From an optimization exercise on the open Yosys and OpenROAD flow, aimed at small area, a short achievable clock period and few clock cycles; shortcuts taken in it are not production practice. At most, simulation tests tie the RTL to the original design; equivalence was not proved. Function not checked in runs 4 to 7: the RTL went through the layout flow alone. Power figures rest on the tool's default switching activity, not on a simulated workload.

==> flow/design.v <==
package mp_types;
  typedef enum logic [1:0] {
    PREC_INT8  = 2'b00,
    PREC_FP16  = 2'b01,
    PREC_FP32  = 2'b10
  } prec_e;
  localparam int W_INT8 = 8;
  localparam int W_FP16 = 16;  
  localparam int W_FP32 = 32;  
  localparam int W_ACC_INT8 = 32;  
endpackage
module mul8_cs (
  input  logic [7:0]    a,
  input  logic [7:0]    b,
  output logic [14:0] s,
  output logic [14:0] c
);
  wire pp_0_0 = a[0] & b[0];
  wire pp_0_1 = a[1] & b[0];
  wire pp_0_2 = a[2] & b[0];
  wire pp_0_3 = a[3] & b[0];
  wire pp_0_4 = a[4] & b[0];
  wire pp_0_5 = a[5] & b[0];
  wire pp_0_6 = a[6] & b[0];
  wire pp_0_7 = ~(a[7] & b[0]);
  wire pp_1_0 = a[0] & b[1];
  wire pp_1_1 = a[1] & b[1];
  wire pp_1_2 = a[2] & b[1];
  wire pp_1_3 = a[3] & b[1];
  wire pp_1_4 = a[4] & b[1];
  wire pp_1_5 = a[5] & b[1];
  wire pp_1_6 = a[6] & b[1];
  wire pp_1_7 = ~(a[7] & b[1]);
  wire pp_2_0 = a[0] & b[2];
  wire pp_2_1 = a[1] & b[2];
  wire pp_2_2 = a[2] & b[2];
  wire pp_2_3 = a[3] & b[2];
  wire pp_2_4 = a[4] & b[2];
  wire pp_2_5 = a[5] & b[2];
  wire pp_2_6 = a[6] & b[2];
  wire pp_2_7 = ~(a[7] & b[2]);
  wire pp_3_0 = a[0] & b[3];
  wire pp_3_1 = a[1] & b[3];
  wire pp_3_2 = a[2] & b[3];
  wire pp_3_3 = a[3] & b[3];
  wire pp_3_4 = a[4] & b[3];
  wire pp_3_5 = a[5] & b[3];
  wire pp_3_6 = a[6] & b[3];
  wire pp_3_7 = ~(a[7] & b[3]);
  wire pp_4_0 = a[0] & b[4];
  wire pp_4_1 = a[1] & b[4];
  wire pp_4_2 = a[2] & b[4];
  wire pp_4_3 = a[3] & b[4];
  wire pp_4_4 = a[4] & b[4];
  wire pp_4_5 = a[5] & b[4];
  wire pp_4_6 = a[6] & b[4];
  wire pp_4_7 = ~(a[7] & b[4]);
  wire pp_5_0 = a[0] & b[5];
  wire pp_5_1 = a[1] & b[5];
  wire pp_5_2 = a[2] & b[5];
  wire pp_5_3 = a[3] & b[5];
  wire pp_5_4 = a[4] & b[5];
  wire pp_5_5 = a[5] & b[5];
  wire pp_5_6 = a[6] & b[5];
  wire pp_5_7 = ~(a[7] & b[5]);
  wire pp_6_0 = a[0] & b[6];
  wire pp_6_1 = a[1] & b[6];
  wire pp_6_2 = a[2] & b[6];
  wire pp_6_3 = a[3] & b[6];
  wire pp_6_4 = a[4] & b[6];
  wire pp_6_5 = a[5] & b[6];
  wire pp_6_6 = a[6] & b[6];
  wire pp_6_7 = ~(a[7] & b[6]);
  wire pp_7_0 = ~(a[0] & b[7]);
  wire pp_7_1 = ~(a[1] & b[7]);
  wire pp_7_2 = ~(a[2] & b[7]);
  wire pp_7_3 = ~(a[3] & b[7]);
  wire pp_7_4 = ~(a[4] & b[7]);
  wire pp_7_5 = ~(a[5] & b[7]);
  wire pp_7_6 = ~(a[6] & b[7]);
  wire pp_7_7 = a[7] & b[7];
  wire hs1 = pp_0_6 ^ pp_1_5;
  wire hc2 = pp_0_6 & pp_1_5;
  wire fs3 = pp_0_7 ^ pp_1_6 ^ pp_2_5;
  wire fc4 = (pp_0_7 & pp_1_6) | (pp_0_7 & pp_2_5) | (pp_1_6 & pp_2_5);
  wire hs5 = pp_3_4 ^ pp_4_3;
  wire hc6 = pp_3_4 & pp_4_3;
  wire fs7 = pp_1_7 ^ pp_2_6 ^ pp_3_5;
  wire fc8 = (pp_1_7 & pp_2_6) | (pp_1_7 & pp_3_5) | (pp_2_6 & pp_3_5);
  wire fs9 = pp_4_4 ^ pp_5_3 ^ pp_6_2;
  wire fc10 = (pp_4_4 & pp_5_3) | (pp_4_4 & pp_6_2) | (pp_5_3 & pp_6_2);
  wire fs11 = pp_2_7 ^ pp_3_6 ^ pp_4_5;
  wire fc12 = (pp_2_7 & pp_3_6) | (pp_2_7 & pp_4_5) | (pp_3_6 & pp_4_5);
  wire hs13 = pp_0_4 ^ pp_1_3;
  wire hc14 = pp_0_4 & pp_1_3;
  wire fs15 = pp_0_5 ^ pp_1_4 ^ pp_2_3;
  wire fc16 = (pp_0_5 & pp_1_4) | (pp_0_5 & pp_2_3) | (pp_1_4 & pp_2_3);
  wire hs17 = pp_3_2 ^ pp_4_1;
  wire hc18 = pp_3_2 & pp_4_1;
  wire fs19 = hs1 ^ pp_2_4 ^ pp_3_3;
  wire fc20 = (hs1 & pp_2_4) | (hs1 & pp_3_3) | (pp_2_4 & pp_3_3);
  wire fs21 = pp_4_2 ^ pp_5_1 ^ pp_6_0;
  wire fc22 = (pp_4_2 & pp_5_1) | (pp_4_2 & pp_6_0) | (pp_5_1 & pp_6_0);
  wire fs23 = fs3 ^ hs5 ^ pp_5_2;
  wire fc24 = (fs3 & hs5) | (fs3 & pp_5_2) | (hs5 & pp_5_2);
  wire fs25 = pp_6_1 ^ pp_7_0 ^ hc2;
  wire fc26 = (pp_6_1 & pp_7_0) | (pp_6_1 & hc2) | (pp_7_0 & hc2);
  wire fs27 = fs7 ^ fs9 ^ pp_7_1;
  wire fc28 = (fs7 & fs9) | (fs7 & pp_7_1) | (fs9 & pp_7_1);
  wire fs29 = 1'b1 ^ fc4 ^ hc6;
  wire fc30 = (1'b1 & fc4) | (1'b1 & hc6) | (fc4 & hc6);
  wire fs31 = fs11 ^ pp_5_4 ^ pp_6_3;
  wire fc32 = (fs11 & pp_5_4) | (fs11 & pp_6_3) | (pp_5_4 & pp_6_3);
  wire fs33 = pp_7_2 ^ fc8 ^ fc10;
  wire fc34 = (pp_7_2 & fc8) | (pp_7_2 & fc10) | (fc8 & fc10);
  wire fs35 = pp_3_7 ^ pp_4_6 ^ pp_5_5;
  wire fc36 = (pp_3_7 & pp_4_6) | (pp_3_7 & pp_5_5) | (pp_4_6 & pp_5_5);
  wire fs37 = pp_6_4 ^ pp_7_3 ^ fc12;
  wire fc38 = (pp_6_4 & pp_7_3) | (pp_6_4 & fc12) | (pp_7_3 & fc12);
  wire fs39 = pp_4_7 ^ pp_5_6 ^ pp_6_5;
  wire fc40 = (pp_4_7 & pp_5_6) | (pp_4_7 & pp_6_5) | (pp_5_6 & pp_6_5);
  wire hs41 = pp_0_3 ^ pp_1_2;
  wire hc42 = pp_0_3 & pp_1_2;
  wire fs43 = hs13 ^ pp_2_2 ^ pp_3_1;
  wire fc44 = (hs13 & pp_2_2) | (hs13 & pp_3_1) | (pp_2_2 & pp_3_1);
  wire fs45 = fs15 ^ hs17 ^ pp_5_0;
  wire fc46 = (fs15 & hs17) | (fs15 & pp_5_0) | (hs17 & pp_5_0);
  wire fs47 = fs19 ^ fs21 ^ fc16;
  wire fc48 = (fs19 & fs21) | (fs19 & fc16) | (fs21 & fc16);
  wire fs49 = fs23 ^ fs25 ^ fc20;
  wire fc50 = (fs23 & fs25) | (fs23 & fc20) | (fs25 & fc20);
  wire fs51 = fs27 ^ fs29 ^ fc24;
  wire fc52 = (fs27 & fs29) | (fs27 & fc24) | (fs29 & fc24);
  wire fs53 = fs31 ^ fs33 ^ fc28;
  wire fc54 = (fs31 & fs33) | (fs31 & fc28) | (fs33 & fc28);
  wire fs55 = fs35 ^ fs37 ^ fc32;
  wire fc56 = (fs35 & fs37) | (fs35 & fc32) | (fs37 & fc32);
  wire fs57 = fs39 ^ pp_7_4 ^ fc36;
  wire fc58 = (fs39 & pp_7_4) | (fs39 & fc36) | (pp_7_4 & fc36);
  wire fs59 = pp_5_7 ^ pp_6_6 ^ pp_7_5;
  wire fc60 = (pp_5_7 & pp_6_6) | (pp_5_7 & pp_7_5) | (pp_6_6 & pp_7_5);
  wire hs61 = pp_0_2 ^ pp_1_1;
  wire hc62 = pp_0_2 & pp_1_1;
  wire fs63 = hs41 ^ pp_2_1 ^ pp_3_0;
  wire fc64 = (hs41 & pp_2_1) | (hs41 & pp_3_0) | (pp_2_1 & pp_3_0);
  wire fs65 = fs43 ^ pp_4_0 ^ hc42;
  wire fc66 = (fs43 & pp_4_0) | (fs43 & hc42) | (pp_4_0 & hc42);
  wire fs67 = fs45 ^ hc14 ^ fc44;
  wire fc68 = (fs45 & hc14) | (fs45 & fc44) | (hc14 & fc44);
  wire fs69 = fs47 ^ hc18 ^ fc46;
  wire fc70 = (fs47 & hc18) | (fs47 & fc46) | (hc18 & fc46);
  wire fs71 = fs49 ^ fc22 ^ fc48;
  wire fc72 = (fs49 & fc22) | (fs49 & fc48) | (fc22 & fc48);
  wire fs73 = fs51 ^ fc26 ^ fc50;
  wire fc74 = (fs51 & fc26) | (fs51 & fc50) | (fc26 & fc50);
  wire fs75 = fs53 ^ fc30 ^ fc52;
  wire fc76 = (fs53 & fc30) | (fs53 & fc52) | (fc30 & fc52);
  wire fs77 = fs55 ^ fc34 ^ fc54;
  wire fc78 = (fs55 & fc34) | (fs55 & fc54) | (fc34 & fc54);
  wire fs79 = fs57 ^ fc38 ^ fc56;
  wire fc80 = (fs57 & fc38) | (fs57 & fc56) | (fc38 & fc56);
  wire fs81 = fs59 ^ fc40 ^ fc58;
  wire fc82 = (fs59 & fc40) | (fs59 & fc58) | (fc40 & fc58);
  wire fs83 = pp_6_7 ^ pp_7_6 ^ fc60;
  wire fc84 = (pp_6_7 & pp_7_6) | (pp_6_7 & fc60) | (pp_7_6 & fc60);
  assign s[0] = pp_0_0;
  assign c[0] = 1'b0;
  assign s[1] = pp_0_1;
  assign c[1] = pp_1_0;
  assign s[2] = hs61;
  assign c[2] = pp_2_0;
  assign s[3] = fs63;
  assign c[3] = hc62;
  assign s[4] = fs65;
  assign c[4] = fc64;
  assign s[5] = fs67;
  assign c[5] = fc66;
  assign s[6] = fs69;
  assign c[6] = fc68;
  assign s[7] = fs71;
  assign c[7] = fc70;
  assign s[8] = fs73;
  assign c[8] = fc72;
  assign s[9] = fs75;
  assign c[9] = fc74;
  assign s[10] = fs77;
  assign c[10] = fc76;
  assign s[11] = fs79;
  assign c[11] = fc78;
  assign s[12] = fs81;
  assign c[12] = fc80;
  assign s[13] = fs83;
  assign c[13] = fc82;
  assign s[14] = pp_7_7;
  assign c[14] = fc84;
endmodule
module gemm_controller #(
  parameter int MAX_ELEMS = 16384,
  parameter mp_types::prec_e PREC = mp_types::PREC_INT8
)(
  input  logic        clk,
  input  logic        rstn,
  input  logic        start,
  input  logic [15:0] M, K, Ncols,
  output logic        done,
  output logic [$clog2(MAX_ELEMS)-1:0] addr_A,
  input  logic [31:0]                  data_A,
  output logic [$clog2(MAX_ELEMS)-1:0] addr_B,
  input  logic [31:0]                  data_B,
  output logic [$clog2(MAX_ELEMS)-1:0] addr_C,
  output logic [31:0]                  data_C,
  output logic                         we_C
);
  localparam int AW = $clog2(MAX_ELEMS);
  logic          run;
  logic [AW-1:0] krem, jrem, irem;
  logic          lk, lj, li;       
  logic          kf;               
  logic          dk;               
  logic [AW-1:0] Kw, Nw, Mw;
  assign Kw = K[AW-1:0];
  assign Nw = Ncols[AW-1:0];
  assign Mw = M[AW-1:0];
  logic [AW-1:0] Kr, Nr1;
  always_ff @(posedge clk) begin
    Kr  <= Kw;
    Nr1 <= Nw - 1'b1;
  end
  logic [AW-1:0] csel, cdec;
  logic          cis2;
  assign csel = !lk ? krem : (!lj ? jrem : irem);
  assign cdec = csel - 1'b1;
  assign cis2 = (csel == AW'(2));
  logic [AW-1:0] opA, opB, sumA, sumB;
  logic          invB, ciB;
  assign opA  = lk ? Kr : {{(AW-1){~dk}}, 1'b1};
  assign invB = lk ? lj : ~dk;
  assign ciB  = lk | dk;
  assign opB  = ((lk & ~lj) ? AW'(0) : Nr1) ^ {AW{invB}};
  assign sumB = addr_B + opB + AW'(ciB);
  assign sumA = addr_A + opA;
  always_ff @(posedge clk) begin
    if (!rstn)     run <= 1'b0;
    else if (!run) run <= start;
    else           run <= ~(lk & lj & li);
  end
  always_ff @(posedge clk) begin
    if (!run) begin
      addr_A <= '0;
      addr_B <= '0;
      dk     <= 1'b1;
      kf     <= 1'b1;
      krem   <= Kw;   lk <= (K == 16'd1);
      jrem   <= Nw;   lj <= (Ncols == 16'd1);
      irem   <= Mw;   li <= (M == 16'd1);
    end else begin
      kf <= lk;
      if (!lk | lj) addr_A <= sumA;    
      addr_B <= sumB;
      if (!lk) begin
        krem <= cdec;
        lk   <= cis2;
      end else begin
        dk   <= ~dk;
        krem <= Kw;
        lk   <= (K == 16'd1);
        if (!lj) begin
          jrem <= cdec;
          lj   <= cis2;
        end else begin
          jrem <= Nw;
          lj   <= (Ncols == 16'd1);
          irem <= cdec;
          li   <= cis2;
        end
      end
    end
  end
  logic f1_first, f1_last, f1_fin;
  logic f2_first, f2_last, f2_fin;
  logic f3_first, f3_last, f3_fin;
  logic f4_first, f4_last, f4_fin;
  always_ff @(posedge clk) begin
    if (!rstn) begin
      f1_last <= 1'b0; f1_fin <= 1'b0;
      f2_last <= 1'b0; f2_fin <= 1'b0;
      f3_last <= 1'b0; f3_fin <= 1'b0;
      f4_last <= 1'b0; f4_fin <= 1'b0;
      we_C <= 1'b0; done <= 1'b0;
    end else begin
      f1_last <= run & lk;
      f1_fin  <= run & lk & lj & li;
      f2_last <= f1_last; f2_fin <= f1_fin;
      f3_last <= f2_last; f3_fin <= f2_fin;
      f4_last <= f3_last; f4_fin <= f3_fin;
      we_C <= f4_last;
      done <= f4_fin;
    end
  end
  always_ff @(posedge clk) begin
    f1_first <= kf;
    f2_first <= f1_first;
    f3_first <= f2_first;
    f4_first <= f3_first;
  end
  always_ff @(posedge clk) begin
    if (start)     addr_C <= '0;
    else if (we_C) addr_C <= addr_C + 1'b1;
  end
  logic [7:0]  a_r, b_r;
  logic [14:0] ms, mc, s_r, c_r;
  logic [15:0] p;
  logic [29:0] acc;
  mul8_cs u_mul (.a(a_r), .b(b_r), .s(ms), .c(mc));
  logic [16:0] lows;
  logic [13:0] hi, hinc, hdec, hnew;
  logic        s_inc, s_dec, s_hold, s_ones;
  assign lows   = {1'b0, acc[15:0]} + {1'b0, p};
  assign hi     = acc[29:16];
  assign hinc   = hi + 1'b1;
  assign hdec   = hi - 1'b1;
  assign s_inc  = ~f4_first & lows[16] & ~p[15];
  assign s_dec  = ~f4_first & ~lows[16] & p[15];
  assign s_hold = ~f4_first & (lows[16] == p[15]);
  assign s_ones = f4_first & p[15];
  assign hnew   = ({14{s_inc}} & hinc) | ({14{s_dec}} & hdec) | ({14{s_hold}} & hi) | {14{s_ones}};
  always_ff @(posedge clk) begin
    a_r <= data_A[7:0];
    b_r <= data_B[7:0];
    s_r <= ms;
    c_r <= mc;
    p   <= {1'b0, s_r} + {1'b0, c_r} - 16'h8000;
    acc <= {hnew, f4_first ? p : lows[15:0]};
  end
  assign data_C = {{2{acc[29]}}, acc};
endmodule
==> flow/flow/run.sh <==
#!/bin/bash
set -euo pipefail
bash standard.sh BUFFER_PORTS_ARGS="-buffer_cell sky130_fd_sc_hd__buf_1" finish > standard_flow.log 2>&1
==> flow/standard.sh <==
#!/bin/bash
# synth_recipe.tcl (not shown) runs the flow's synth.tcl, then flattens the netlist and writes it again
# the make line also repeats each setting of config.mk as NAME=value (left out here)
make -C /OpenROAD-flow-scripts/flow DESIGN_CONFIG=/design/flow/config.mk WORK_HOME=/design/flow/orfs CLKGATE_MAP_FILE= SYNTH_SCRIPT=/design/flow/synth_recipe.tcl "${@:-finish}"
==> flow/config.mk <==
export PLATFORM = sky130hd
export DESIGN_NAME = gemm_controller
export DESIGN_NICKNAME = gemm_controller
export VERILOG_FILES = /design/flow/design.v
export SDC_FILE = /design/flow/constraint.sdc
export NUM_CORES = 4
export LEC_CHECK = 0
export ABC_AREA = 1
export CAP_MARGIN = 20
export CORE_MARGIN = 2
export CORE_UTILIZATION = 55
export CTS_BUF_LIST = sky130_fd_sc_hd__clkbuf_4
export CTS_CLUSTER_DIAMETER = 30
export CTS_CLUSTER_SIZE = 8
export PLACE_DENSITY = 0.7
export SETUP_SLACK_MARGIN = 5
export SLEW_MARGIN = 20
==> flow/constraint.sdc <==
create_clock -name core_clock -period 8.0 [get_ports {clk}]
set_input_delay 1.6000 -clock core_clock [delete_from_list [all_inputs] [get_ports {clk}]]
set_output_delay 1.6000 -clock core_clock [all_outputs]
set_load 0.01 [all_outputs]
==> run notes, run 1 <==
Synth async-reset ratio=0; first-pass GRT wire length=49,690 um; antenna viol nets, final=0; fraction of layout cells with a size suffix above 1=0.09004; Avg Vias per Cell=5.190; endpoints failing setup=0; fin crit share=0.3598; DP Wirelength=22,230 um; Peak Freq=347.4 MHz; Area Overhead vs Synth=12.89%; Post-CTS Setup Inserts=0; hold path start=s_r[0]$_DFF_P_; Fin. Hold Viols=0; Worst EP arrival=1280 ps; Min Clock Period, post-route=2878 ps; Hold Crit Endpoint=p[0]$_DFF_P_; CTS tree=yes; CTS root buffer=clkbuf_4; commonest non-fill, non-tap cells in the layout=nand2_1 (443), inv_1 (214), dfxtp_1 (171); Ys Warns=1; critical path class=flop to output pin; max FFs per register=30; Core ar.=22,710 um^2; max-slew violations=0; syn nets=1,926; hold buffers post-CTS=0; largest registers=acc (30), p (16), s_r (15); Worst Path Buf+Inv=1; CTS buffer count=49; vias in the first global route=10,478; cell breakdown of the critical path=buf_1; CP max stage delay=430 ps; CP Max Fanout=6; worst-margin pin slew=739.5 ps; Gate Count Post-Synth=1,702; slowest cell on the critical path=dfxtp_1; Buffers on Ports=142; RSZ-0062 raised after global routing=yes; outcome=complete, no violations; most common cell after layout, fill and taps aside=nand2_1; Vias=11,227; Synth area leader=dfxtp_1; Max-Cap Viols=0; DR DRC count=0; Seq/Total Area, Yosys=0.3743; Yosys cell types=43; reg2reg setup slack=5160 ps; synthesized area=12,730 um^2; CTS Buffer Depth=3; Synth Flop Type=dfxtp_1; Worst setup EP type=output pin; drt pass-1 iters=5; Ports=191; Hold/Removal Path Class=flop to flop; Row Count=55; Layout Nets=2,064; Reg-to-Reg Start=a_r[4]$_DFF_P_; gpl congestion=0.8817; Reg2Reg Capture Point=s_r[8]$_DFF_P_; post-synth top area share=0.3035; final setup TNS=0 ps; Critical Path RT=6400 ps; Starting Density=0.5605; Worst path top cell family by delay=flip-flops; Clock Latency Late Sink=660 ps; clock sink count=223; initial antenna violation count=1; htree depth=2; gr usage total=0.2490; die width=156.1 um; final WL=30,280 um; Top reg by flops=acc; Hold Path Depth=0; synthesized flop and latch total=223; die area=24,380 um^2; crit start category=flop; skew final=28.08 ps; GRT overflow=0; Die Y=156.1 um; largest net degree at the start of global routing=47; synth top area cells=dfxtp_1 (30%), nand2_1 (13%), edfxtp_1 (7.1%), ha_1 (6.8%), inv_1 (6.3%); Hold WS=325.4 ps; DRT iter0 DRCs=813; Leak=7.096 nW; worst ir drop on vdd=0.0001732 V; Post-synth EDFFs=30; clock slew at reported path FFs=80 ps; normalized max-slew margin=0.5058; pwr/cell area=298.3 nW/um^2; syn avg cell area=7.479 um^2; routed length per instance=14.00 um; r2r worst-path depth=8
[cells in the mapped netlist, drive strengths merged (2+ instances only)]
| library cell | n |
|---|---|
| nand4 | 28 |
| clkinv | 3 |
| or2 | 21 |
| clkbuf | 37 |
| o21ai | 95 |
| a21oi | 87 |
| nand3b | 4 |
| nand2 | 453 |
| edfxtp | 30 |
| fa | 40 |
| inv | 217 |
| a21boi | 2 |
| nand3 | 140 |
| a31oi | 4 |
| o21a | 3 |
| nor2 | 148 |
| nor3 | 24 |
| nor4 | 10 |
| xnor2 | 10 |
| o21bai | 10 |
| xor2 | 41 |
| a21o | 4 |
| dfxtp | 193 |
| ha | 69 |
| buf | 25 |
[power by group]
| part | total, mW | switching [mW] | internal, mW |
|---|---|---|---|
| clock network | 1.21 | 0.480 | 0.732 |
| logic | 1.53 | 0.971 | 0.564 |
| registers | 1.54 | 0.183 | 1.36 |
[kinds of logic (layout without fill, tap and decap cells)]
group | Yosys count | in the layout | synth area share
and+or+nand+nor | 830 | 831 | 0.2863
buffers and inverters | 282 | 456 | 0.08758
DFF | 223 | 223 | 0.3743
AOI/OAI and AO/OA | 207 | 207 | 0.08591
adders and majority gates | 109 | 109 | 0.1307
xor gates and xnor gates | 51 | 51 | 0.03509
other | 0 | 1 | 0
[timing repair]
action / CTS / global route
endpoints found under the setup margin: 12 / 28
cloned: 0 / 1
pin swaps: 0 / 1
gates resized for setup: 8 / 29
[per-stage QoR]
stage / utilization / instances / power [mW] / cell area, um^2 / worst slack, ps
after floorplan: - / 1702 / 2.697 / 12730 / 5152
after global placement: 0.5889 / 2073 / 3.037 / 13370 / 4698
after detailed placement: 0.5889 / 2073 / 3.068 / 13370 / 4624
after CTS: 0.6290 / 2161 / 4.309 / 14280 / 4982
after global routing: 0.6327 / 2163 / 4.651 / 14370 / 4936
final: 0.6327 / 2163 / 4.287 / 14370 / 5122
[per-layer routing]
metal,vias to the layer above,share of wire,GRT usage
met5,-,0,0
met4,0,0.016,0.06859
met3,47,0.081,0.05694
met2,370,0.44,0.3972
met1,5049,0.46,0.3410
li1,5761,-,-
[cell type report]
type / count / area (um^2)
antenna: 1 / 2.502
clock buffer: 54 / 405.4
clock inverter: 34 / 489.2
fill: 2112 / 8341
inverter: 220 / 839.6
multi-input combinational: 1198 / 6893
sequential: 223 / 4792
tap: 285 / 356.6
timing repair buffer: 148 / 590.6
[how the worst max path moves through the flow]
stage	from	endpoint	slack, ps	cells after the start
2_1_floorplan	a_r[7]$_DFF_P_	s_r[9]$_DFF_P_	5150	8
3_3_place_gp	lk$_DFF_P_	addr_B[10]$_SDFF_PN0_	4700	13
5_1_grt	lj$_DFFE_PP_	addr_B[10]$_SDFF_PN0_	4940	14
4_1_cts	lk$_DFF_P_	addr_B[10]$_SDFF_PN0_	4980	13
6_report	acc[17]$_DFF_P_	data_C[17]	5120	1
3_5_place_dp	lk$_DFF_P_	addr_B[10]$_SDFF_PN0_	4620	13
Testbench counts, summed over its fixed seeds: cycles 75,253.
==> run 2: changes to the inputs <==
--- a/flow/config.mk
+++ b/flow/config.mk
@@ -8,10 +8,10 @@
 export ABC_AREA = 1
 export CAP_MARGIN = 20
 export CORE_MARGIN = 2
-export CORE_UTILIZATION = 55
+export CORE_UTILIZATION = 40
 export CTS_BUF_LIST = sky130_fd_sc_hd__clkbuf_4
-export CTS_CLUSTER_DIAMETER = 30
-export CTS_CLUSTER_SIZE = 8
-export PLACE_DENSITY = 0.7
+export CTS_CLUSTER_DIAMETER = 40
+export CTS_CLUSTER_SIZE = 10
+export PLACE_DENSITY = 0.6
 export SETUP_SLACK_MARGIN = 5
 export SLEW_MARGIN = 20
==> run 2 against run 1 <==
  * Flip-flop and latch count stayed put
  * Non-clock buffer count is 1 higher
  * Worst setup slack worse by 45 ps
  * Power is 4.4% lower
  * Highest routed layer unchanged
==> run notes, run 2 <==
DP Wirelength=23,150 um; slowest cell on the critical path=dfxtp_1; CTS tree=yes; CTS root buffer=clkbuf_4; crit start category=flop; CTS buffer count=44; RSZ-0062 raised after global routing=yes; outcome=complete, no violations; Post-Synth Adder-Cell Area=0.1307; first-pass GRT wire length=50,450 um; DRT iter0 DRCs=584; final WL=31,090 um; Placed Instances=2,190; worst ir drop on vdd=0.0001625 V; Reg2Reg Capture Point=s_r[8]$_DFF_P_; skew final=77.47 ps; Min Clock Period, post-route=2924 ps; max FFs per register=30; DR DRC count=0; r2r worst-path depth=8; gpl congestion=0.9199; routed length per instance=13.68 um; endpoints failing setup=0; Buffers on Ports=142; synthesized flop and latch total=223; Critical Path RT=6400 ps; reg2reg setup slack=5130 ps; Vias=11,064; Starting Density=0.4044; die width=182.4 um; Row Count=65; DP Area=13,520 um^2; Gate Count Post-Synth=1,702; Reg-to-Reg Start=a_r[3]$_DFF_P_; most common cell after layout, fill and taps aside=nand2_1; fin crit share=0.3654; CP max stage delay=440 ps; design area=14,330 um^2; cell breakdown of the critical path=buf_1; main combinational cell family by area after synthesis=simple AND/OR/NAND/NOR gates; hold buffers post-CTS=0; drt pass-1 iters=5; Peak Freq=342.1 MHz; Worst path top cell family by delay=flip-flops; GRT overflow=0; Area Overhead vs Synth=12.57%; Post-synth EDFFs=30; die area=33,260 um^2; clock slew at reported path FFs=90 ps; initial antenna violation count=1; antenna viol nets, final=0; Post-Synth Simple-Gate Area=0.2863; Yosys cell types=43; CP Max Fanout=3; Post-synth top cells=nand2_1 (445), inv_1 (214), dfxtp_1 (193); pwr/cell area=286.0 nW/um^2; Hold/Removal Path Class=flop to flop; commonest non-fill, non-tap cells in the layout=nand2_1 (443), inv_1 (214), dfxtp_1 (170); Fin. Hold Viols=0; final std cells w/o fill=2,272; most numerous cell in the Yosys netlist=nand2_1; Hold Path Depth=0; area share of xor/xnor cells in the synthesized design=0.03509; Ys Warns=1; synth top area cells=dfxtp_1 (30%), nand2_1 (13%), edfxtp_1 (7.1%), ha_1 (6.8%), inv_1 (6.3%); Synth Flop Type=dfxtp_1; largest net degree at the start of global routing=47; Avg Vias per Cell=4.870; clock sink count=223; Synth async-reset ratio=0; Worst setup EP type=output pin; Worst Path Buf+Inv=1; gr usage total=0.1870; Die Y=182.4 um; CTS Buffer Depth=3; Core ar.=31,470 um^2; Seq/Total Area, Yosys=0.3743; normalized max-slew margin=0.4327; Overall Power=4.098 mW; Clock Latency Late Sink=710 ps; Ports=191; htree depth=2; proportion of synthesized area in mux cells=0; Max-Cap Viols=0; Synth area leader=dfxtp_1; post-synthesis compound-gate area fraction=0.08591; fraction of layout cells with a size suffix above 1=0.09256; Hold Crit Endpoint=p[0]$_DFF_P_; largest registers=acc (30), p (16), s_r (15); Worst EP arrival=1320 ps; max-slew violations=0; post-synth top area share=0.3035; synthesized area=12,730 um^2; Top reg by flops=acc; vias in the first global route=10,402; Leak=7.033 nW; final setup TNS=0 ps; critical path class=flop to output pin; syn avg cell area=7.479 um^2; syn nets=1,926; Layout Nets=2,059; hold path start=s_r[0]$_DFF_P_; worst-margin pin slew=845.7 ps
run 2: how the worst max path moves through the flow:
| stage | slack [ps] | to | start | depth (start not counted) |
|---|---|---|---|---|
| CTS | 4960 | addr_B[10]$_SDFF_PN0_ | lk$_DFF_P_ | 14 |
| floorplan | 5150 | s_r[9]$_DFF_P_ | a_r[7]$_DFF_P_ | 8 |
| finish | 5080 | addr_A[5] | addr_A[5]$_SDFFE_PN0N_ | 1 |
| global route | 4980 | addr_B[10]$_SDFF_PN0_ | lj$_DFFE_PP_ | 13 |
| global placement | 4340 | addr_B[10]$_SDFF_PN0_ | lk$_DFF_P_ | 14 |
| detailed placement | 4330 | addr_B[10]$_SDFF_PN0_ | lk$_DFF_P_ | 14 |
run 2: kinds of logic (layout without fill, tap and decap cells):
kind of cell | Yosys count | in the layout
compound gates | 207 | 207
xor+xnor | 51 | 51
fa+ha+maj | 109 | 109
buf+inv | 282 | 449
flops | 223 | 223
other cells | 0 | 1
simple gates | 830 | 830
run 2: area by class of cell:
class | count | area (um^2)
repair buffers | 149 | 596.8
flip-flops and latches | 223 | 4793
diodes | 1 | 2.502
well taps | 402 | 503.0
clock buffers | 49 | 367.9
multi-input cells | 1197 | 6882
inverters | 220 | 833.3
fillers | 3224 | 17150
clock inverters | 31 | 350.3
run 2: layer usage:
metal	routed length [um]	global-route usage
met2	13180	0.2915
met4	928	0.07129
met3	1982	0.04171
met1	14990	0.2536
met5	0	0
run 2: where the power goes:
group | total [mW] | leakage [nW] | internal [mW] | switching, mW
Combinational | 1.53 | 4.73 | 0.564 | 0.963
Sequential | 1.54 | 1.92 | 1.36 | 0.185
Clock | 1.03 | 0.383 | 0.496 | 0.533
Total | 4.10 | 7.03 | 2.42 | 1.68
run 2: metrics by stage:
stage | hold WS, ps | utilization | setup slack [ps]
2_1_floorplan | 309.6 | - | 5152
3_3_place_gp | 312.8 | 0.4296 | 4335
3_5_place_dp | 312.1 | 0.4296 | 4326
4_1_cts | 334.8 | 0.4535 | 4963
5_1_grt | 341.9 | 0.4553 | 4977
6_report | 330.8 | 0.4553 | 5076
run 2: timing repair:
action / CTS / global route
endpoints found under the setup margin: 28 / 26
setup buffers: 1 / 0
resized for setup: 18 / 21
==> run 3: changes to the inputs <==
--- a/flow/config.mk
+++ b/flow/config.mk
@@ -5,7 +5,6 @@
 export SDC_FILE = /design/flow/constraint.sdc
 export NUM_CORES = 4
 export LEC_CHECK = 0
-export ABC_AREA = 1
 export CAP_MARGIN = 20
 export CORE_MARGIN = 2
 export CORE_UTILIZATION = 40
==> run 3 against run 2 <==
  * Core utilization up 1.4 points
  * Flip-flop and latch count unchanged
  * Worst setup slack got worse by 68 ps
  * Worst hold slack worse by 4.4 ps
  * First-iteration DRC count shrank 29%
  * Clock power down 9%
  * Power shrank 2.6%
  * Die area down 8.0%
==> run notes, run 3 <==
antenna viol nets, final=0; endpoints failing setup=0; Final WS setup=5008 ps; CP max stage delay=390 ps; Post-synth top cells=dfxtp_1 (193), nand2_1 (147), nor2_1 (88); CTS tree=yes; Vias=9,130; pwr/cell area=296.0 nW/um^2; post-synth top area share=0.3307; commonest non-fill, non-tap cells in the layout=dfxtp_1 (173), nand2_1 (146), buf_1 (142); slowest cell on the critical path=edfxtp_1; vias in the first global route=8,675; CP dominant cell by count=fa_2; clock sink count=223; Core ar.=28,700 um^2; synthesized area=11,680 um^2; Reg2Reg Capture Point=addr_B[10]$_SDFF_PN0_; Layout Nets=1,628; cell breakdown of the critical path=buf_6 -> nor2b_4 -> nor2_2 -> fa_2 -> fa_2 -> a21o_1 -> a21oi_2 -> nor2b_1 -> o21a_1 -> o41a_1 -> a31oi_1 -> xnor2_1 -> and2_1; CTS root buffer=clkbuf_4; first-pass GRT wire length=42,920 um; Yosys cell types=77; Gate Count Post-Synth=1,237; Synth async-reset ratio=0; DR WL met2=11,730 um; Synth area leader=dfxtp_1; Hold/Removal Path Class=flop to flop; Hold Path Depth=0; fin crit share=0.3740; DP Wirelength=18,980 um; routed length per instance=14.54 um; Post-synth EDFFs=30; largest net degree at the start of global routing=68; most common cell after layout, fill and taps aside=dfxtp_1; Reg-to-Reg Start=lj$_DFFE_PP_; largest registers=acc (30), p (16), s_r (15); Seq/Total Area, Yosys=0.4078; gpl congestion=0.8191; outcome=complete, no violations; syn nets=1,461; drt pass-1 iters=4; critical path endpoint=addr_B[10]$_SDFF_PN0_; r2r worst-path depth=13; max FFs per register=30; final setup TNS=0 ps; synth top area cells=dfxtp_1 (33%), edfxtp_1 (7.7%), ha_1 (7.4%), fa_1 (6.9%), nand2_1 (4.7%); Buffers on Ports=142; critical path class=flop to flop; fraction of layout cells with a size suffix above 1=0.1136; final std cells w/o fill=1,821; Area Overhead vs Synth=15.39%; Ys Warns=1; Worst EP arrival=3540 ps; CP Max Fanout=22; metal1 wirelength=12,720 um; normalized max-slew margin=0.3120; skew final=30.00 ps; Row Count=62; Placed Instances=1,722; reg2reg setup slack=5010 ps; Avg Vias per Cell=5.014; Ports=191; die area=30,590 um^2; Fin. Hold Viols=0; syn avg cell area=9.445 um^2; DR DRC count=0; worst ir drop on vdd=0.0001332 V; htree depth=2; initial antenna violation count=2; Worst setup EP type=flop; Overall Power=3.991 mW; Die Y=174.9 um; pre-CTS setup slack=3991 ps; die width=174.9 um; CTS Buffer Depth=3; GRT overflow=0; Clock Latency Late Sink=660 ps; Leak=5.692 nW; Critical Path RT=8550 ps; DRT iter0 DRCs=412; Final Core Density=0.4697; worst-margin pin slew=1032 ps; Min Clock Period, post-route=2992 ps; clock slew at reported path FFs=100 ps; max-slew violations=0; Max-Cap Viols=0; most numerous cell in the Yosys netlist=dfxtp_1; Synth Flop Type=dfxtp_1; RSZ-0062 raised after global routing=yes; final WL=26,480 um; crit start category=flop; Peak Freq=334.3 MHz; Crit. Startpoint=lj$_DFFE_PP_; Max Used Layer=met5; synthesized flop and latch total=223; Starting Density=0.4071; gr usage total=0.1712; Top reg by flops=acc; CTS buffer count=40; metal3 WL=1415 um
run 3: cell types whose count changed in the layout (fill, tap and decap cells not counted), sizes merged, moves of 17 or more:
cell,previous run,this run
inv,229,63
a21oi,87,58
nand3,140,21
buf,148,170
nor2,148,89
or2,21,1
and2,1,81
xnor2,10,55
nand2,453,149
nand4,28,11
mux2i,0,18
run 3: worst min-delay path by stage:
stage,start,to,slack [ps]
after floorplan,kf$_SDFF_PN1_,f1_first$_DFF_P_,310
after global placement,f1_first$_DFF_P_,f2_first$_DFF_P_,310
after detailed placement,kf$_SDFF_PN1_,f1_first$_DFF_P_,310
after CTS,f3_first$_DFF_P_,f4_first$_DFF_P_,330
after global routing,s_r[0]$_DFF_P_,p[0]$_DFF_P_,340
final,f3_first$_DFF_P_,f4_first$_DFF_P_,330
run 3: critical path, delay by kind of cell, from the launching register on:
family                     cells  cell delay, ps
AOI/OAI and AO/OA              5            1040
buffers and inverters          1             210
xor gates and xnor gates       1              80
and+or+nand+nor                4             450
adders and majority gates      2             710
DFF                            1             390
run 3: cells by family after synthesis:
kind of cell,synth area share
XOR/XNOR,0.07496
AO/OA/AOI/OAI,0.1336
adder cells (fa/ha/maj),0.1424
buffers and inverters,0.03769
flip-flops,0.4078
AND/OR/NAND/NOR,0.1803
multiplexers,0.02313
run 3: layout make-up:
cell class,instances,area [um^2]
inverter,58,221.5
tap,384,480.5
sequential,223,4795
clock buffer,50,375.4
multi-input combinational,911,6581
timing repair buffer,170,762.0
antenna,2,5.005
fill,2804,15220
clock inverter,23,261.5
run 3: routing by layer:
layer / vias to the layer above / track usage
met5: - / 0
met2: 212 / 0.2737
met1: 4247 / 0.2315
li1: 4618 / -
met4: 2 / 0.05521
met3: 51 / 0.03612
run 3: timing repair:
item | 4_1_cts | 5_1_grt
setup endpoints to repair | 32 | 29
setup buffers | 13 | 10
hold endpoints to repair | 0 | 0
gates cloned | 1 | 0
hold buffers | 0 | 0
gates resized for setup | 15 | 26
pin swaps | 0 | 7
run 3: where the power goes:
group          switching (mW)  total (mW)  internal, mW
Sequential              0.177        1.53          1.36
Combinational           0.846        1.52         0.674
Clock                   0.461       0.936         0.475
Total                    1.48        3.99          2.51
run 3: stage by stage:
| step | area, um^2 | hold WS [ps] |
|---|---|---|
| after floorplan | 11760 | 309.6 |
| after global placement | 12540 | 311.0 |
| after detailed placement | 12540 | 312.1 |
| after CTS | 13330 | 334.1 |
| after global routing | 13480 | 342.2 |
| final | 13480 | 326.4 |
==> run 4: changes to the inputs <==
--- a/flow/design.v
+++ b/flow/design.v
@@ -221,11 +221,8 @@
   assign Kw = K[AW-1:0];
   assign Nw = Ncols[AW-1:0];
   assign Mw = M[AW-1:0];
-  logic [AW-1:0] Kr, Nr1;
-  always_ff @(posedge clk) begin
-    Kr  <= Kw;
-    Nr1 <= Nw - 1'b1;
-  end
+  logic [AW-1:0] Nr1;
+  always_ff @(posedge clk) Nr1 <= Nw - 1'b1;
   logic [AW-1:0] csel, cdec;
   logic          cis2;
   assign csel = !lk ? krem : (!lj ? jrem : irem);
@@ -233,7 +230,7 @@
   assign cis2 = (csel == AW'(2));
   logic [AW-1:0] opA, opB, sumA, sumB;
   logic          invB, ciB;
-  assign opA  = lk ? Kr : {{(AW-1){~dk}}, 1'b1};
+  assign opA  = lk ? Kw : {{(AW-1){~dk}}, 1'b1};
   assign invB = lk ? lj : ~dk;
   assign ciB  = lk | dk;
   assign opB  = ((lk & ~lj) ? AW'(0) : Nr1) ^ {AW{invB}};
==> flow/config.mk (replaced) <==
export PLATFORM = sky130hd
export DESIGN_NAME = gemm_controller
export DESIGN_NICKNAME = gemm_controller
export VERILOG_FILES = /design/flow/design.v
export SDC_FILE = /design/flow/constraint.sdc
export NUM_CORES = 4
export LEC_CHECK = 0
export CAP_MARGIN = 20
export CORE_MARGIN = 2
export CORE_UTILIZATION = 55
export PLACE_DENSITY = 0.7
export SETUP_SLACK_MARGIN = 5
export SLEW_MARGIN = 20
==> run 4 against run 3 <==
  * Still clean on timing, DRC and antenna
  * Final cell count shrank 8.0%
  * First-iteration DRC count up 22%
  * Global-route usage increased by 5.5 points
  * Routed wire length shrank 3.4%
  * Flip-flop and latch count is 14 lower
  * Final area fell by 0.55%
  * Combinational power about the same
  * Sequential power is 5% lower
  * Clock skew decreased by 20 ps
==> run notes, run 4 <==
Seq/Total Area, Yosys=0.3889; worst ir drop on vdd=0.0001527 V; initial antenna violation count=0; r2r worst-path depth=12; Leak=5.611 nW; CP Max Fanout=3; RSZ-0062 raised after global routing=yes; switch share=0.3602; Gate Count Post-Synth=1,254; CTS buffer count=23; sequential power share=0.365; Diodes inserted=0; Worst setup EP type=flop; Min Clock Period, post-route=3291 ps; Synth area leader=dfxtp_1; Buffers on Ports=142; post-synth top area share=0.3108; cell breakdown of the critical path=buf_8 -> nand2_4 -> nand2_4 -> ha_4 -> and3_4 -> a221o_1 -> a211o_1 -> o41a_1 -> a21o_1 -> and3_1 -> o21a_1; Peak Freq=303.9 MHz; synthesized flop and latch total=209; critical path class=input port to flop; slowest cell on the critical path=a221o_1; vias in the first global route=8,332; final setup TNS=0 ps; hold buffers post-CTS=0; largest registers=acc (30), p (16), s_r (15); first-pass GRT wire length=41,120 um; Max-Cap Viols=0; CTS tree=yes; commonest non-fill, non-tap cells in the layout=dfxtp_1 (171), nand2_1 (140), buf_1 (136); Layout Nets=1,617; reg2reg setup slack=5070 ps; max FFs per register=30; DRT iter0 DRCs=504; fin crit share=0.4114; clock sink count=209; final WL=25,590 um; Vias=9,031; CP max stage delay=350 ps; clock power share=0.254; Die Y=148.8 um; Worst EP arrival=3690 ps; htree depth=1; Core ar.=20,430 um^2; Synth Flop Type=dfxtp_1; Starting Density=0.5644; Worst path top cell family by delay=compound AO/OA/AOI/OAI gates; Post-synth EDFFs=30; pwr/cell area=298.3 nW/um^2; internal power=2.559 mW; Net Switching=1.441 mW; outcome=complete, no violations; CTS Buffer Depth=3; Hold Path Depth=0; max-slew violations=0; antenna viol nets, final=0; endpoints failing setup=0; Ports=191; syn avg cell area=9.195 um^2; Yosys cell types=72; routed length per instance=15.27 um; Area Overhead vs Synth=16.28%; most numerous cell in the Yosys netlist=dfxtp_1; die area=22,140 um^2; normalized max-slew margin=0.4780; worst-margin pin slew=781.1 ps; Post-synth top cells=dfxtp_1 (179), nand2_1 (149), nor2_1 (96); Clock Latency Late Sink=510 ps; Ys Warns=1; fraction of layout cells with a size suffix above 1=0.09175; synth top area cells=dfxtp_1 (31%), edfxtp_1 (7.8%), ha_1 (7.5%), fa_1 (6.9%), nand2_1 (4.9%); Hold/Removal Path Class=flop to flop; synthesized area=11,530 um^2; gpl congestion=0.8675; CTS root buffer=clkbuf_16; most common cell after layout, fill and taps aside=dfxtp_1; drt pass-1 iters=5; Gate power share=0.380; gr usage total=0.2263; crit start category=input port; skew final=10.18 ps; clock slew at reported path FFs=60 ps; Critical Path RT=8400 ps; Reg2Reg Capture Point=addr_B[10]$_SDFF_PN0_; Row Count=52; CP dominant cell by count=nand2_4; Hold Crit Endpoint=f4_first$_DFF_P_; Synth async-reset ratio=0; largest net degree at the start of global routing=74; Final Core Density=0.6563; Worst Path Buf+Inv=1; DR DRC count=0; Fin. Hold Viols=0; Top reg by flops=acc; DP Wirelength=18,290 um; Avg Vias per Cell=5.388; syn nets=1,478; die width=148.8 um; hold path start=f3_first$_DFF_P_; GRT overflow=0; Reg-to-Reg Start=lj$_DFFE_PP_; Crit. Startpoint=K[2]
[run 4: changes by cell type after synthesis, moves of 4 or more]
| cell | delta |
|---|---|
| dfxtp_1 | -14 |
| a21oi_1 | +8 |
| nor2_1 | +8 |
| xor2_1 | +8 |
| xnor2_1 | -7 |
| and2_1 | -6 |
| clkbuf_1 | +6 |
| a211oi_1 | -5 |
| nand3_1 | +5 |
| nor2b_1 | +4 |
| nor3_1 | +4 |
| o21ai_0 | -4 |
| o21ai_1 | +4 |
[run 4: repair_timing]
| item | CTS | global route |
|---|---|---|
| endpoints found under the setup margin | 14 | 27 |
| buffers inserted | 7 | 8 |
| resized for setup | 21 | 42 |
| endpoints found under the hold margin | 0 | 0 |
| pin swaps | 15 | 22 |
[run 4: power groups by stage]
| stage | registers, mW | clock network (mW) | logic (mW) |
|---|---|---|---|
| CTS | 1.46 | 1.03 | 1.50 |
| global placement | 1.48 | 0 | 1.45 |
| finish | 1.46 | 1.02 | 1.52 |
| detailed placement | 1.48 | 0 | 1.47 |
| floorplan | 1.45 | 0 | 1.18 |
| global route | 1.49 | 1.08 | 1.71 |
[run 4: how the worst max path moves through the flow]
stage                                         end  slack, ps  depth (start not counted)
after floorplan           addr_A[13]$_SDFFE_PN0N_       4320                         10
after global placement    addr_A[13]$_SDFFE_PN0N_       4040                         11
after detailed placement  addr_A[13]$_SDFFE_PN0N_       4020                         11
after CTS                 addr_A[13]$_SDFFE_PN0N_       4640                         11
after global routing      addr_A[13]$_SDFFE_PN0N_       4660                         11
final                     addr_A[13]$_SDFFE_PN0N_       4710                         11
[run 4: cell families (layout without fill, tap and decap cells)]
group           after synthesis  after routing  share of synthesized area
xor+xnor                    101            101                    0.07671
compound gates              248            248                     0.1364
flops                       209            209                     0.3889
mux                          28             28                    0.02637
fa+ha+maj                   109            109                     0.1443
simple gates                451            451                     0.1898
buf+inv                     108            260                    0.03754
[run 4: metrics by stage]
stage          hold slack, ps  cell area, um^2  total power [mW]  std cells  worst slack [ps]
6_report                324.1            13410             4.000       1676              4709
5_1_grt                 332.2            13410             4.276       1676              4657
4_1_cts                 325.4            13190             3.990       1668              4643
3_5_place_dp            312.1            12350             2.958       1623              4017
3_3_place_gp            309.9            12350             2.923       1623              4036
2_1_floorplan           309.6            11640             2.623       1254              4323
[run 4: layer usage]
| metal | wire length [um] | GRT usage | vias to the layer above |
|---|---|---|---|
| met2 | 10940 | 0.3470 | 239 |
| met4 | 535 | 0.05000 | 0 |
| met1 | 12680 | 0.3372 | 4169 |
| li1 | - | - | 4588 |
| met3 | 1432 | 0.03823 | 35 |
| met5 | 0 | 0 | - |
[run 4: layout make-up]
type / count / area [um^2]
clock inverter: 5 / 50.05
sequential: 209 / 4494
timing repair buffer: 164 / 770.7
clock buffer: 33 / 664.4
multi-input combinational: 937 / 6873
inverter: 58 / 217.7
tap: 270 / 337.8
fill: 1736 / 7022
==> run 5: changes to the inputs <==
--- a/flow/design.v
+++ b/flow/design.v
@@ -221,19 +221,33 @@
   assign Kw = K[AW-1:0];
   assign Nw = Ncols[AW-1:0];
   assign Mw = M[AW-1:0];
-  logic [AW-1:0] Nr1;
-  always_ff @(posedge clk) Nr1 <= Nw - 1'b1;
+  logic [AW-1:0] Kr, Nr1;
+  always_ff @(posedge clk) begin
+    Kr  <= Kw;
+    Nr1 <= Nw - 1'b1;
+  end
   logic [AW-1:0] csel, cdec;
   logic          cis2;
   assign csel = !lk ? krem : (!lj ? jrem : irem);
   assign cdec = csel - 1'b1;
   assign cis2 = (csel == AW'(2));
+  logic k1, n1, m1;
+  assign k1 = (Kw == AW'(1));
+  assign n1 = (Nw == AW'(1));
+  assign m1 = (Mw == AW'(1));
+  logic lk_n, lj_n, dk_n;
+  assign lk_n = (!run | lk) ? k1 : cis2;
+  assign lj_n = !run ? n1 : (!lk ? lj : (!lj ? cis2 : n1));
+  assign dk_n = !run | (lk ^ dk);
+  logic zB, invB, ciB;
+  always_ff @(posedge clk) begin
+    zB   <= lk_n & ~lj_n;
+    invB <= lk_n ? lj_n : ~dk_n;
+    ciB  <= lk_n | dk_n;
+  end
   logic [AW-1:0] opA, opB, sumA, sumB;
-  logic          invB, ciB;
-  assign opA  = lk ? Kw : {{(AW-1){~dk}}, 1'b1};
-  assign invB = lk ? lj : ~dk;
-  assign ciB  = lk | dk;
-  assign opB  = ((lk & ~lj) ? AW'(0) : Nr1) ^ {AW{invB}};
+  assign opA  = lk ? Kr : {{(AW-1){~dk}}, 1'b1};
+  assign opB  = (zB ? AW'(0) : Nr1) ^ {AW{invB}};
   assign sumB = addr_B + opB + AW'(ciB);
   assign sumA = addr_A + opA;
   always_ff @(posedge clk) begin
@@ -247,9 +261,9 @@
       addr_B <= '0;
       dk     <= 1'b1;
       kf     <= 1'b1;
-      krem   <= Kw;   lk <= (K == 16'd1);
-      jrem   <= Nw;   lj <= (Ncols == 16'd1);
-      irem   <= Mw;   li <= (M == 16'd1);
+      krem   <= Kw;   lk <= k1;
+      jrem   <= Nw;   lj <= n1;
+      irem   <= Mw;   li <= m1;
     end else begin
       kf <= lk;
       if (!lk | lj) addr_A <= sumA;    
@@ -260,13 +274,13 @@
       end else begin
         dk   <= ~dk;
         krem <= Kw;
-        lk   <= (K == 16'd1);
+        lk   <= k1;
         if (!lj) begin
           jrem <= cdec;
           lj   <= cis2;
         end else begin
           jrem <= Nw;
-          lj   <= (Ncols == 16'd1);
+          lj   <= n1;
           irem <= cdec;
           li   <= cis2;
         end
--- a/flow/config.mk
+++ b/flow/config.mk
@@ -7,7 +7,10 @@
 export LEC_CHECK = 0
 export CAP_MARGIN = 20
 export CORE_MARGIN = 2
-export CORE_UTILIZATION = 55
-export PLACE_DENSITY = 0.7
+export CORE_UTILIZATION = 40
+export CTS_BUF_LIST = sky130_fd_sc_hd__clkbuf_4
+export CTS_CLUSTER_DIAMETER = 40
+export CTS_CLUSTER_SIZE = 10
+export PLACE_DENSITY = 0.6
 export SETUP_SLACK_MARGIN = 5
 export SLEW_MARGIN = 20
==> run 5 against run 4 <==
  * Still clean
  * Routed wire length rose by 4.6%
  * Flip-flop and latch count rose by 17
  * First-iteration DRC count fell by 15%
  * Count of clock-buffer cells in the layout increased by 10
  * Global-route usage fell by 5.4 points
  * Die area rose by 39%
  * Critical path depth is the same
  * Core utilization fell by 19 points
  * Maximum frequency up 11%
  * Clock skew up 71 ps
  * Largest cell class unchanged
==> run notes, run 5 <==
Max-Cap Viols=0; initial antenna violation count=2; critical path class=flop to flop; Area Overhead vs Synth=15.27%; switch share=0.3809; Avg Vias per Cell=4.928; endpoints failing setup=0; CTS tree=yes; Hold WS=325.6 ps; final WL=26,770 um; skew final=81.36 ps; Layout fillers=2,790; Post-synth top cells=dfxtp_1 (197), nand2_1 (139), o21ai_0 (86); sequential power share=0.385; synthesized area=11,790 um^2; CP Max Fanout=4; cell breakdown of the critical path=ha_4 -> fa_2 -> a211oi_4 -> o21ai_2 -> a2111oi_4 -> o211ai_4 -> a41oi_4 -> nand3_2 -> o31a_1 -> o21ai_1 -> o31ai_1; clock power share=0.216; Row Count=62; fraction of layout cells with a size suffix above 1=0.1111; GRT overflow=0; outcome=complete, no violations; Synth area leader=dfxtp_1; DP Wirelength=19,180 um; gr usage total=0.1723; Placed Instances=1,732; internal power=2.493 mW; Worst setup EP type=flop; Seq/Total Area, Yosys=0.4083; crit start category=flop; Peak Freq=337.4 MHz; CTS root buffer=clkbuf_4; synth top area cells=dfxtp_1 (33%), edfxtp_1 (7.4%), ha_1 (7.3%), fa_1 (6.8%), nand2_1 (4.4%); routed length per instance=14.67 um; Leak=5.733 nW; Hold/Removal Path Class=flop to flop; slowest cell on the critical path=a2111oi_4; vias in the first global route=8,603; Yosys cell types=72; Worst path top cell family by delay=compound AO/OA/AOI/OAI gates; gpl congestion=0.8006; syn avg cell area=9.404 um^2; clock slew at reported path FFs=100 ps; Overall Power=4.027 mW; die width=175.7 um; CP max stage delay=440 ps; pwr/cell area=296.2 nW/um^2; Vias=8,994; worst-margin pin slew=1021 ps; CTS Buffer Depth=3; post-synth top area share=0.3344; Post-synth EDFFs=29; Synth async-reset ratio=0; Worst EP arrival=3450 ps; htree depth=2; most numerous cell in the Yosys netlist=dfxtp_1; DR DRC count=0; Layout Nets=1,636; clock sink count=226; Buffers on Ports=136; die area=30,870 um^2; first-pass GRT wire length=43,700 um; Net Switching=1.534 mW; CTS buffer count=38; worst ir drop on vdd=0.0001452 V; Fin. Hold Viols=0; Ys Warns=1; syn nets=1,478; Ports=191; Clock Latency Late Sink=670 ps; Worst Path Buf+Inv=0; Synth Flop Type=dfxtp_1; DRT iter0 DRCs=428; antenna viol nets, final=0; largest registers=acc (30), p (16), s_r (15); max FFs per register=30; Starting Density=0.4086; RSZ-0062 raised after global routing=yes; Min Clock Period, post-route=2964 ps; largest net degree at the start of global routing=74; fin crit share=0.3705; normalized max-slew margin=0.3196; Gate power share=0.400; commonest non-fill, non-tap cells in the layout=dfxtp_1 (179), nand2_1 (138), buf_1 (136); most common cell after layout, fill and taps aside=dfxtp_1; synthesized flop and latch total=226; Top reg by flops=acc; Gate Count Post-Synth=1,254; Critical Path RT=8480 ps; final std cells w/o fill=1,825; drt pass-1 iters=5; Core ar.=28,860 um^2; max-slew violations=0; final setup TNS=0 ps; Die Y=175.7 um
[run 5: worst register-to-register path, cell delays in order, from the launching register on]
cell and delay (ps):
dfxtp_2 350, ha_4 160, fa_2 370, a211oi_4 250, o21ai_2 130, a2111oi_4 440, o211ai_4 160, a41oi_4 340
nand3_2 140, o31a_1 270, o21ai_1 130, o31ai_1 90
[run 5: cell type report]
cell class              count  area (um^2)  area share
repair buffers            165        747.0     0.05495
flip-flops and latches    226         4845      0.3564
clock buffers              43        322.8     0.02375
clock inverters            25        249.0     0.01832
diodes                      1        2.502   0.0001841
multi-input cells         924         6733      0.4953
inverters                  57        214.0     0.01574
well taps                 384        480.5     0.03535
[run 5: cells by family after synthesis]
kind of cell | count (synthesis) | share of synthesized area
AO/OA/AOI/OAI | 239 | 0.1266
XOR/XNOR | 101 | 0.07501
adder cells (fa/ha/maj) | 109 | 0.1411
buffers and inverters | 105 | 0.03533
flip-flops | 226 | 0.4083
multiplexers | 25 | 0.02207
AND/OR/NAND/NOR | 449 | 0.1916
[run 5: routing by layer]
metal	vias to the layer above	share of wire	GRT usage	routed length, um
li1	4630	-	-	-
met1	4150	0.51	0.2538	13780
met2	178	0.42	0.2580	11330
met3	34	0.044	0.02987	1173
met4	2	0.018	0.05028	473
met5	-	0.00049	0	13
[run 5: per-stage QoR]
step	setup slack, ps	instance area, um^2	util
3_5_place_dp	4492	12650	0.4385
5_1_grt	4893	13590	0.4710
6_report	5036	13590	0.4710
3_3_place_gp	4488	12650	0.4385
4_1_cts	5003	13370	0.4632
2_1_floorplan	4979	11870	-
[run 5: path summary, 6_finish.rpt]
kind | startpoint | end | slack (ps) | cells past startpoint
worst max-delay path | p[0]$_DFF_P_ | acc[23]$_DFF_P_ | 5040 | 11
worst min-delay path | f2_first$_DFF_P_ | f3_first$_DFF_P_ | 330 | 0
worst max register to register | p[0]$_DFF_P_ | acc[23]$_DFF_P_ | 5040 | 11
worst min register to register | f2_first$_DFF_P_ | f3_first$_DFF_P_ | 330 | 0
[run 5: power by group through the flow]
stage | Clock, mW | Sequential, mW | Combinational (mW)
4_1_cts | 0.911 | 1.54 | 1.55
3_3_place_gp | 0 | 1.56 | 1.44
3_5_place_dp | 0 | 1.57 | 1.46
6_report | 0.868 | 1.55 | 1.61
2_1_floorplan | 0 | 1.53 | 1.17
5_1_grt | 0.964 | 1.58 | 1.81
[run 5: timing repair]
| item | CTS | global route |
|---|---|---|
| endpoints found under the setup margin | 42 | 36 |
| pin swaps | 11 | 17 |
| resized for setup | 14 | 41 |
| hold buffers | 0 | 0 |
| cloned | 1 | 0 |
| setup buffers | 12 | 11 |
==> run 6: changes to the inputs <==
==> flow/flow/run.sh (replaced) <==
#!/bin/bash
set -euo pipefail
bash standard.sh BUFFER_PORTS_ARGS="-buffer_cell sky130_fd_sc_hd__buf_1" SETUP_SLACK_MARGIN=5.2 finish > standard_flow.log 2>&1
==> run 6 against run 5 <==
  * Still clean on timing, DRC and antenna
  * Flip-flop and latch count stayed put
  * Sequential share of layout area is 1.8 points lower
  * Core utilization is 4.4 points higher
==> run notes, run 6 <==
hold buffers post-CTS=0; CTS tree=yes; max-slew violations=0; clock slew at reported path FFs=100 ps; max FFs per register=30; Post-synth EDFFs=29; Yosys cell types=72; CP max stage delay=360 ps; CP Max Fanout=12; normalized max-slew margin=0.3560; DRT iter0 DRCs=506; CTS buffer count=40; Final WS setup=5111 ps; Ports=191; clock sink count=226; post-synth top area share=0.3344; Hold/Removal Path Class=flop to flop; syn nets=1,478; Critical Path RT=8570 ps; worst ir drop on vdd=0.0001419 V; Synth area leader=dfxtp_1; most numerous cell in the Yosys netlist=dfxtp_1; die area=30,870 um^2; Avg Vias per Cell=4.983; Die Y=175.7 um; final setup TNS=0 ps; Leak=6.476 nW; pre-CTS setup slack=4499 ps; Buffers on Ports=136; RSZ-0062 raised after global routing=yes; Worst EP arrival=3460 ps; crit start category=flop; Seq/Total Area, Yosys=0.4083; synthesized area=11,790 um^2; Synth async-reset ratio=0; commonest non-fill, non-tap cells in the layout=nand2_1 (136), dfxtp_1 (106), buf_4 (91); drt pass-1 iters=4; Top reg by flops=acc; first-pass GRT wire length=44,990 um; htree depth=2; Peak Freq=346.2 MHz; most common cell after layout, fill and taps aside=nand2_1; DP Wirelength=19,100 um; Worst setup EP type=flop; Placed Instances=1,731; reg2reg setup slack=5110 ps; critical path class=flop to flop; largest net degree at the start of global routing=74; slowest cell on the critical path=dfxtp_4; initial antenna violation count=2; Layout Nets=1,706; Gate Count Post-Synth=1,254; CTS root buffer=clkbuf_4; GRT overflow=0; Min Clock Period, post-route=2889 ps; worst-margin pin slew=964.6 ps; Max-Cap Viols=0; Core ar.=28,860 um^2; Row Count=62; CTS Buffer Depth=3; die width=175.7 um; skew final=56.64 ps; cell breakdown of the critical path=buf_4 -> nand2b_1 -> xnor2_1 -> ha_1 -> nor2b_2 -> o21ai_1 -> nand2b_1 -> a21o_1 -> a21o_1 -> a21oi_2 -> o211ai_1 -> or3_1 -> and3_1; fraction of layout cells with a size suffix above 1=0.2765; DR DRC count=0; synth top area cells=dfxtp_1 (33%), edfxtp_1 (7.4%), ha_1 (7.3%), fa_1 (6.8%), nand2_1 (4.4%); Post-synth top cells=dfxtp_1 (197), nand2_1 (139), o21ai_0 (86); final std cells w/o fill=1,897; Clock Latency Late Sink=680 ps; gpl congestion=0.8423; syn avg cell area=9.404 um^2; outcome=complete, no violations; Overall Power=4.388 mW; antenna viol nets, final=0; vias in the first global route=8,958; Fin. Hold Viols=0; pwr/cell area=295.4 nW/um^2; Ys Warns=1; synthesized flop and latch total=226; Area Overhead vs Synth=25.95%; routed length per instance=15.01 um; largest registers=acc (30), p (16), s_r (15); gr usage total=0.1789; Starting Density=0.4086; fin crit share=0.3611; Vias=9,452; Synth Flop Type=dfxtp_1; final WL=28,470 um; endpoints failing setup=0
[run 6: path summary, 6_finish.rpt]
check / startpoint / cells after the start / to
min: f3_first$_DFF_P_ / 0 / f4_first$_DFF_P_
max: zB$_DFF_P_ / 13 / addr_B[10]$_SDFF_PN0_
max reg2reg: zB$_DFF_P_ / 13 / addr_B[10]$_SDFF_PN0_
min reg2reg: f3_first$_DFF_P_ / 0 / f4_first$_DFF_P_
[run 6: kinds of logic (layout without fill, tap and decap cells)]
group | Yosys count | count (layout) | share of synthesized area
adder cells (fa/ha/maj) | 109 | 109 | 0.1411
multiplexers | 25 | 25 | 0.02207
flip-flops | 226 | 226 | 0.4083
other | 0 | 1 | 0
XOR/XNOR | 101 | 101 | 0.07501
AND/OR/NAND/NOR | 449 | 449 | 0.1916
buffers and inverters | 105 | 362 | 0.03533
AO/OA/AOI/OAI | 239 | 240 | 0.1266
[run 6: final cells by class]
type | count | area, um^2
Inverter | 57 | 214.0
Clock buffer | 45 | 337.8
Antenna cell | 1 | 2.502
Multi-Input combinational cell | 924 | 6972
Tap cell | 384 | 480.5
Timing Repair Buffer | 233 | 1613
Fill cell | 2693 | 14000
Clock inverter | 27 | 202.7
Sequential cell | 226 | 5031
[run 6: routing by layer]
metal | track usage | part of all wire
met3 | 0.03095 | 0.051
met5 | 0 | 0.00046
met1 | 0.2561 | 0.49
met4 | 0.05613 | 0.020
met2 | 0.2748 | 0.44
[run 6: report_power, final]
part | switching [mW] | internal [mW]
clock network | 0.490 | 0.332
logic | 1.06 | 0.982
registers | 0.135 | 1.39
total | 1.68 | 2.70
[run 6: per-stage QoR]
stage,instance area (um^2),hold WS (ps),utilization
finish,14850,332.8,0.5147
global route,14850,335.6,0.5147
CTS,14220,334.2,0.4928
detailed placement,12680,313.5,0.4393
global placement,12680,310.3,0.4393
floorplan,11920,309.6,-
[run 6: worst max-delay path, delay by kind of cell, from the launching register on]
| family | cells | cell delay (ps) |
|---|---|---|
| AOI/OAI and AO/OA | 5 | 860 |
| xor gates and xnor gates | 1 | 190 |
| adders and majority gates | 1 | 300 |
| buffers and inverters | 1 | 160 |
| DFF | 1 | 360 |
| and+or+nand+nor | 5 | 910 |
[run 6: repair_timing]
item                                    CTS  global route
pin swaps                                35            37
cloned                                    1             1
resized for setup                       249            86
buffers inserted                         54            37
endpoints found under the setup margin  127            85
==> run 7: changes to the inputs <==
==> flow/flow/run.sh (replaced) <==
#!/bin/bash
set -euo pipefail
bash standard.sh BUFFER_PORTS_ARGS="-buffer_cell sky130_fd_sc_hd__buf_1" finish > standard_flow.log 2>&1
--- a/flow/config.mk
+++ b/flow/config.mk
@@ -7,10 +7,10 @@
 export LEC_CHECK = 0
 export CAP_MARGIN = 20
 export CORE_MARGIN = 2
-export CORE_UTILIZATION = 40
+export CORE_UTILIZATION = 55
 export CTS_BUF_LIST = sky130_fd_sc_hd__clkbuf_4
-export CTS_CLUSTER_DIAMETER = 40
-export CTS_CLUSTER_SIZE = 10
-export PLACE_DENSITY = 0.6
+export CTS_CLUSTER_DIAMETER = 30
+export CTS_CLUSTER_SIZE = 8
+export PLACE_DENSITY = 0.7
 export SETUP_SLACK_MARGIN = 5
 export SLEW_MARGIN = 20
==> run 7 against run 6 <==
  * Final area fell by 7.8%
  * Combinational power fell by 21%
  * Critical path depth fell by 1
  * Routed wire length fell by 13%
  * Global-route usage rose by 4.0 points
  * Synthesized cell count did not move
  * First-iteration DRC count fell by 23%
  * Core utilization rose by 14 points
  * Highest routed layer unchanged
==> run notes, run 7 <==
outcome=complete, no violations; gpl congestion=0.8154; routed length per instance=14.33 um; reg2reg setup slack=4970 ps; CTS tree=yes; DR DRC count=0; worst ir drop on vdd=0.0001740 V; Starting Density=0.5610; RSZ-0062 raised after global routing=yes; clock slew at reported path FFs=80 ps; syn avg cell area=9.404 um^2; Row Count=53; commonest non-fill, non-tap cells in the layout=dfxtp_1 (179), nand2_1 (139), buf_1 (136); Top reg by flops=acc; antenna viol nets, final=0; Die Y=150.4 um; final std cells w/o fill=1,735; Synth Flop Type=dfxtp_1; Max-Cap Viols=0; die width=150.4 um; CTS root buffer=clkbuf_4; max-slew violations=0; Reg-to-Reg Start=acc[0]$_DFF_P_; clock sink count=226; Hold Path Depth=0; synth top area cells=dfxtp_1 (33%), edfxtp_1 (7.4%), ha_1 (7.3%), fa_1 (6.8%), nand2_1 (4.4%); endpoints failing setup=0; Gate Count Post-Synth=1,254; Post-synth top cells=dfxtp_1 (197), nand2_1 (139), o21ai_0 (86); pwr/cell area=318.0 nW/um^2; largest registers=acc (30), p (16), s_r (15); Avg Vias per Cell=5.248; Synth async-reset ratio=0; Leak=5.863 nW; CTS buffer count=51; Layout fillers=1,792; most numerous cell in the Yosys netlist=dfxtp_1; Synth area leader=dfxtp_1; vias in the first global route=8,430; worst-margin pin slew=805.8 ps; Hold WS=320.5 ps; Layout Nets=1,644; htree depth=2; Hold Crit Endpoint=p[0]$_DFF_P_; CTS Buffer Depth=3; fin crit share=0.3786; Worst setup EP type=flop; Area Overhead vs Synth=16.13%; Clock Latency Late Sink=660 ps; syn nets=1,478; crit start category=flop; fraction of layout cells with a size suffix above 1=0.1166; skew final=32.67 ps; CP Max Fanout=7; GRT overflow=0; largest net degree at the start of global routing=73; synthesized area=11,790 um^2; final WL=24,860 um; final setup TNS=0 ps; synthesized flop and latch total=226; gr usage total=0.2189; Post-synth EDFFs=29; Worst EP arrival=3520 ps; Ys Warns=1; Vias=9,105; Core ar.=21,020 um^2; Fin. Hold Viols=0; Min Clock Period, post-route=3029 ps; Buffers on Ports=136; Yosys cell types=72; Seq/Total Area, Yosys=0.4083
## run 7: cell counts after synthesis
Identical to the previous run, type by type.
## run 7: worst max-delay path by stage
stage / from / slack, ps / cells after the start / end
after global placement: lk$_DFF_P_ / 4350 / 13 / addr_A[13]$_SDFFE_PN0P_
after floorplan: lk$_DFF_P_ / 4980 / 17 / addr_A[12]$_SDFFE_PN0P_
after detailed placement: lk$_DFF_P_ / 4350 / 13 / addr_A[12]$_SDFFE_PN0P_
final: acc[0]$_DFF_P_ / 4970 / 12 / acc[19]$_DFF_P_
after CTS: acc[0]$_DFF_P_ / 4990 / 11 / acc[23]$_DFF_P_
after global routing: acc[0]$_DFF_P_ / 4810 / 12 / acc[29]$_DFF_P_
## run 7: critical path: stages, from the launching register on
cell and delay, ps:
dfxtp_2 340, ha_4 160, fa_2 370, a211oi_4 240
o21ai_2 120, a2111oi_4 400, o211ai_2 190, a41oi_4 340
buf_4 170, buf_6 120, o21ai_0 140, a21oi_1 190
a221oi_1 70
## run 7: cell type report
class / instances / area (um^2) / area share
Clock buffer: 60 / 450.4 / 0.03289
Sequential cell: 226 / 4845 / 0.3538
Clock inverter: 31 / 440.4 / 0.03216
Timing Repair Buffer: 159 / 703.2 / 0.05135
Multi-Input combinational cell: 925 / 6693 / 0.4887
Tap cell: 275 / 344.1 / 0.02513
Inverter: 57 / 214.0 / 0.01562
Antenna cell: 2 / 5.005 / 0.0003655
## run 7: cell families (layout without fill, tap and decap cells)
logic type	Yosys count	in the layout	share of synthesized area
mux	25	25	0.02207
compound gates	239	240	0.1266
flops	226	226	0.4083
other cells	0	2	0
simple gates	449	450	0.1916
buf+inv	105	307	0.03533
xor+xnor	101	101	0.07501
fa+ha+maj	109	109	0.1411
## run 7: what timing repair did
action / in CTS / in global routing
resized for setup: 18 / 27
pin swaps: 6 / 18
buffers inserted: 7 / 10
setup endpoints to repair: 43 / 31
hold buffers: 0 / 0
gates cloned: 1 / 1
## run 7: routing by layer
metal | vias up | share of wire | GRT usage
met3 | 44 | 0.061 | 0.04515
met1 | 4147 | 0.48 | 0.3109
met4 | 2 | 0.019 | 0.06368
met2 | 245 | 0.44 | 0.3380
met5 | - | 0.00052 | 0
li1 | 4667 | - | -
## run 7: power breakdown
| part | switching, mW | total [mW] | internal, mW |
|---|---|---|---|
| registers | 0.172 | 1.54 | 1.37 |
| logic | 0.898 | 1.61 | 0.709 |
| clock network | 0.478 | 1.21 | 0.728 |
## run 7: stage by stage
step                      worst slack, ps    util  power, mW  area, um^2
after global routing                 4812  0.6514      4.675       13690
after detailed placement             4354  0.5954      3.019       12520
after floorplan                      4979       -      2.707       11870
after global placement               4354  0.5954      2.985       12520
after CTS                            4985  0.6437      4.317       13530
final                                4971  0.6514      4.354       13690

Setup slack of run 7, layout unchanged: 4.971 ns with ideal ports, 4.971 ns with driving cells assumed (clock clkbuf_16, inputs buf_2), 4.799 ns with port delays also shifted by the 0.683 ns mid clock arrival.
